Background: an optimization exercise with open tools, aiming at small area and a short achievable clock period. Do not read the settings as production practice. The RTL was checked by simulation tests, not by an equivalence proof against the original design.

Setup of the baseline:
Design fetch_unit_with_btb, start of the top module:
module fetch_unit_with_btb (
    input clk,
    input reset,
    input stall,
    input flush,
    input branch_taken_execute,
    input [31:0] pc_execute,
    input [31:0] target_pc_execute,
    output [31:0] pc_out,
    output btb_hit,
    output [31:0] predicted_pc
);
    reg [64*26-1:0] tag_q;
    reg [64*32-1:0] tgt_q;
    reg [64*2-1:0]  prd_q;
    reg [2*16-1:0]  ptr_q;
    reg [15:0]      full_q;
    reg [31:0] pc_q;
    reg        hit_q;       
    reg [31:0] pred_q;      
    reg [1:0]  hway_q;      
    reg [15:0] dsa, dsa1n, dsa2, dsa3n;
    wire [15:0] dsa1 = ~dsa1n;
    wire [15:0] dsa3 = ~dsa3n;
    reg [15:0] p_dec;       
    reg [15:0] p_set;       
    reg [3:0]  p_wtag, p_wtgt, p_wprd;
    reg [3:0]  p_mt, p_mp, p_mg;    
    reg [25:0] p_tag;
    reg [31:0] p_tgt;
    reg [1:0]  p_prd;
    assign pc_out = pc_q;
    assign btb_hit = hit_q;
    assign predicted_pc = pred_q;
    function [29:0] inc30(input [29:0] v);
        integer i;
        begin
            for (i = 0; i < 30; i = i + 1)
                inc30[i] = v[i] ^ ((v & ((30'd1 << i) - 30'd1)) == ((30'd1 << i) - 30'd1));
        end
    endfunction
    wire        T  = branch_taken_execute;
    wire        en = branch_taken_execute | flush;
    wire [3:0]  sx = pc_execute[5:2];
    wire [25:0] tx = pc_execute[31:6];
  ...
Size: about 13,000 cells after synthesis, roughly 130 I/O pins, about 160,000 um^2 of cells after synthesis.
export LEC_CHECK = 0
export CAP_MARGIN = 20
export CORE_MARGIN = 2
export CORE_UTILIZATION = 55
export SETUP_SLACK_MARGIN = 5.0
export SLEW_MARGIN = 20
export SYNTH_HIERARCHICAL = 1
export TNS_END_PERCENT = 0
create_clock -name core_clock -period 9.5 [get_ports {clk}]
standard.sh (not shown) runs the stock make flow with config.mk's settings and CLKGATE_MAP_FILE= SYNTH_SCRIPT=/design/flow/synth_recipe.tcl, a recipe that flattens the netlist after the stock synthesis.
==> flow/flow/run.sh <==
#!/bin/bash
set -o pipefail
bash standard.sh \
    MATCH_CELL_FOOTPRINT=0 \
    "BUFFER_PORTS_ARGS=-buffer_cell sky130_fd_sc_hd__buf_4" \
    "CTS_ARGS=-sink_clustering_enable -repair_clock_nets -dont_use_dummy_load -sink_clustering_size 24 -sink_clustering_max_diameter 80" \
    finish > flow.log 2>&1
> inputs changed (the baseline -> the candidate)
--- a/flow/design.v
+++ b/flow/design.v
@@ -73,17 +73,17 @@
     generate
         for (g = 0; g < 104; g = g + 1) begin : rtag
             wire [15:0] col;
             for (h = 0; h < 16; h = h + 1) begin : c
                 assign col[h] = tag_q[h*104 + g];
             end
-            btb_sel16 ux (.s(dsx), .d(col), .y(xtag[g]));
+            btb_sel16f ux (.s(dsx), .d(col), .y(xtag[g]));
             if (g < 52) begin : lo
-                btb_sel16 ua (.s(dsa), .d(col), .y(atag[g]));
+                btb_sel16f ua (.s(dsa), .d(col), .y(atag[g]));
             end else begin : hi
-                btb_sel16 ua (.s(dsa1), .d(col), .y(atag[g]));
+                btb_sel16f ua (.s(dsa1), .d(col), .y(atag[g]));
             end
         end
         for (g = 0; g < 8; g = g + 1) begin : rprd
             wire [15:0] col;
             for (h = 0; h < 16; h = h + 1) begin : c
                 assign col[h] = prd_q[h*8 + g];
@@ -403,6 +403,36 @@
         end
     endgenerate
 endmodule
 module btb_and2 (input a, input b, output y);
     assign y = a & b;
 endmodule
+module btb_sel16f (
+    input [15:0] s,
+    input [15:0] d,
+    output y
+);
+    wire [3:0] q;
+    genvar k;
+    generate
+        for (k = 0; k < 4; k = k + 1) begin : g
+            btb_sel4 u (.s(s[4*k +: 4]), .d(d[4*k +: 4]), .y(q[k]));
+        end
+    endgenerate
+    wire n0, n1;
+    btb_nor2 u0 (.a(q[0]), .b(q[1]), .y(n0));
+    btb_nor2 u1 (.a(q[2]), .b(q[3]), .y(n1));
+    btb_nand2 u2 (.a(n0), .b(n1), .y(y));
+endmodule
+module btb_nor2 (input a, input b, output y);
+    assign y = ~(a | b);
+endmodule
+module btb_nand2 (input a, input b, output y);
+    assign y = ~(a & b);
+endmodule
+module btb_sel4 (
+    input [3:0] s,
+    input [3:0] d,
+    output y
+);
+    assign y = |(s & d);
+endmodule
## What came out
Every run in the comparison, the baseline and the candidate, completed the flow with a clean layout.
The lower instance count on the critical path of the baseline and the candidate is in the candidate.
Number of library cell types mapped by synthesis came out exactly the same in the baseline and the candidate.
Diff the baseline -> the candidate: global-route usage went down; total detailed-routing wirelength lost 1.4%; multi-input gate share of total cell area went up 1.4 points; final worst setup slack has increased.
Changes observed in the candidate relative to the baseline: average cell area after synthesis now smaller; post-layout instance area now larger; count of clock-buffer cells in the layout now smaller; fill cell instance count of the final layout now larger; part of the cycle the worst path needs now smaller.
Max tapcell count across the baseline and the candidate: the candidate

## JK
Another version of the RTL of fetch_unit_with_btb (not shown whole).
For scale: about 160000 µm² of cells after synthesis.
Design fetch_unit_with_btb, start of the top module:
module fetch_unit_with_btb (
    input clk,
    input reset,
    input stall,
    input flush,
    input branch_taken_execute,
    input [31:0] pc_execute,
    input [31:0] target_pc_execute,
    output [31:0] pc_out,
    output btb_hit,
    output [31:0] predicted_pc
);
==> flow/config.mk <==
export PLATFORM = sky130hd
export DESIGN_NAME = fetch_unit_with_btb
export DESIGN_NICKNAME = fetch_unit_with_btb
export VERILOG_FILES = /design/flow/design.v
export SDC_FILE = /design/flow/constraint.sdc
export NUM_CORES = 8
export LEC_CHECK = 0
export CAP_MARGIN = 20
export CORE_MARGIN = 2
export CORE_UTILIZATION = 55
export SETUP_SLACK_MARGIN = 5.0
export SLEW_MARGIN = 20
export SYNTH_HIERARCHICAL = 1
export TNS_END_PERCENT = 0
==> flow/constraint.sdc <==
create_clock -name core_clock -period 9.5 [get_ports {clk}]
set_input_delay 1.9000 -clock core_clock [delete_from_list [all_inputs] [get_ports {clk}]]
set_output_delay 1.9000 -clock core_clock [all_outputs]
set_load 0.01 [all_outputs]
Scripts as last shown in full above: flow/flow/run.sh
> inputs changed (JK -> MS)
--- a/flow/design.v
+++ b/flow/design.v
@@ -41,16 +41,16 @@
     wire        en = branch_taken_execute | flush;
     wire [3:0]  sx = pc_execute[5:2];
     wire [25:0] tx = pc_execute[31:6];
     wire [3:0]  sa = pred_q[5:2];
     wire [25:0] ta = pred_q[31:6];
     wire [15:0] dsx, dst, dsu;
+    btb_dec16 udx (.a(sx), .y(dsx));
     genvar g, h;
     generate
         for (g = 0; g < 16; g = g + 1) begin : dec
-            assign dsx[g] = (sx == g);
             assign dst[g] = flush ? dsx[g] : dsa2[g];
             assign dsu[g] = flush ? dsx[g] : dsa3[g];
         end
     endgenerate
     wire [3:0] mt = p_mt;
     wire [3:0] mp = p_mp;
@@ -321,35 +321,32 @@
 module btb_cmp26 (
     input [25:0] a,
     input [25:0] b,
     input v,
     output y
 );
-    wire [26:0] x = {1'b0, a ^ b};            
+    wire [26:0] x = {~v, a ^ b};              
     wire [8:0] n;                             
     wire [2:0] m;                             
     genvar k;
     generate
         for (k = 0; k < 9; k = k + 1) begin : g3
             btb_nor3 u (.a(x[3*k]), .b(x[3*k+1]), .c(x[3*k+2]), .y(n[k]));
         end
         for (k = 0; k < 3; k = k + 1) begin : g9
             btb_nand3 u (.a(n[3*k]), .b(n[3*k+1]), .c(n[3*k+2]), .y(m[k]));
         end
     endgenerate
-    btb_nor4 u (.a(m[0]), .b(m[1]), .c(m[2]), .d(~v), .y(y));
+    btb_nor3 u (.a(m[0]), .b(m[1]), .c(m[2]), .y(y));
 endmodule
 module btb_nor3 (input a, input b, input c, output y);
     assign y = ~(a | b | c);
 endmodule
 module btb_nand3 (input a, input b, input c, output y);
     assign y = ~(a & b & c);
 endmodule
-module btb_nor4 (input a, input b, input c, input d, output y);
-    assign y = ~(a | b | c | d);
-endmodule
 module btb_pick8 (
     input [7:0] s,
     input [7:0] d,
     output y
 );
     assign y = |(s & d);
@@ -390,6 +387,17 @@
     assign selI = stall ? (sameS & ~kS & iS) : (~anyT & anyI);
     assign selX = stall ? (sameS & ~kS & ~iS) : (~anyT & ~anyI & uX);
     assign selQ = stall ? (~sameS & evictS) : (~anyT & ~anyI & ~uX);
     assign selP = stall & (sameS ? kS : ~evictS);
     assign hit_n = stall ? (sameS | (hit_q & ~evictS)) : (uX | (|amk));
 endmodule
+module btb_dec16 (
+    input [3:0] a,
+    output [15:0] y
+);
+    genvar k;
+    generate
+        for (k = 0; k < 16; k = k + 1) begin : d
+            assign y[k] = (a == k);
+        end
+    endgenerate
+endmodule
--- outcome ---
sky130_fd_sc_hd__nor4_4 as the cell with the biggest individual delay on the critical path was reported by JK, and sky130_fd_sc_hd__and4bb_4 by MS. MS against JK: xor/xnor cell area share of the yosys netlist roughly the same, routed wire length per instance higher, fraction of the mapped netlist area in adder cells roughly the same, worst setup slack higher. Post-DP HPWL, JK and MS: higher on MS.

[what the ideal ports hide]
In the flow no input, the clock included, has a driving cell. The finished layouts below were timed again as built, in two steps.
Step 1 (the two cells are an assumption about what drives the block):
set clk [get_ports {clk}]
set_driving_cell -lib_cell sky130_fd_sc_hd__clkbuf_16 $clk
set_driving_cell -lib_cell sky130_fd_sc_hd__buf_2 [delete_from_list [all_inputs] $clk]
Step 2 moves the port delays by t, midway between the first and last clock arrival at a register: inputs arrive t later, outputs are due t later. That takes back most of the time a late clock gives input paths.
Slacks: ideal ports / drivers / drivers and shift; pairs: ideal ports / drivers.
run	shift t [ns]	slack for setup (ns)	hold WS [ns]	worst setup path at the end
the baseline	1.042	3.453 / 3.333 / 2.291	0.490 / 0.490 / 0.490	input to register
the candidate	1.038	3.627 / 3.588 / 2.550	0.491 / 0.491 / 0.491	input to register
JK	1.039	3.187 / 3.031 / 1.992	0.489 / 0.489 / 0.489	input to register
MS	1.040	3.357 / 3.037 / 1.998	0.467 / 0.467 / 0.467	input to register
After both steps setup and hold are still met in every run listed. For MS, which loses most, drivers alone change the setup slack by -0.320 ns; drivers and shift together by -1.359 ns.
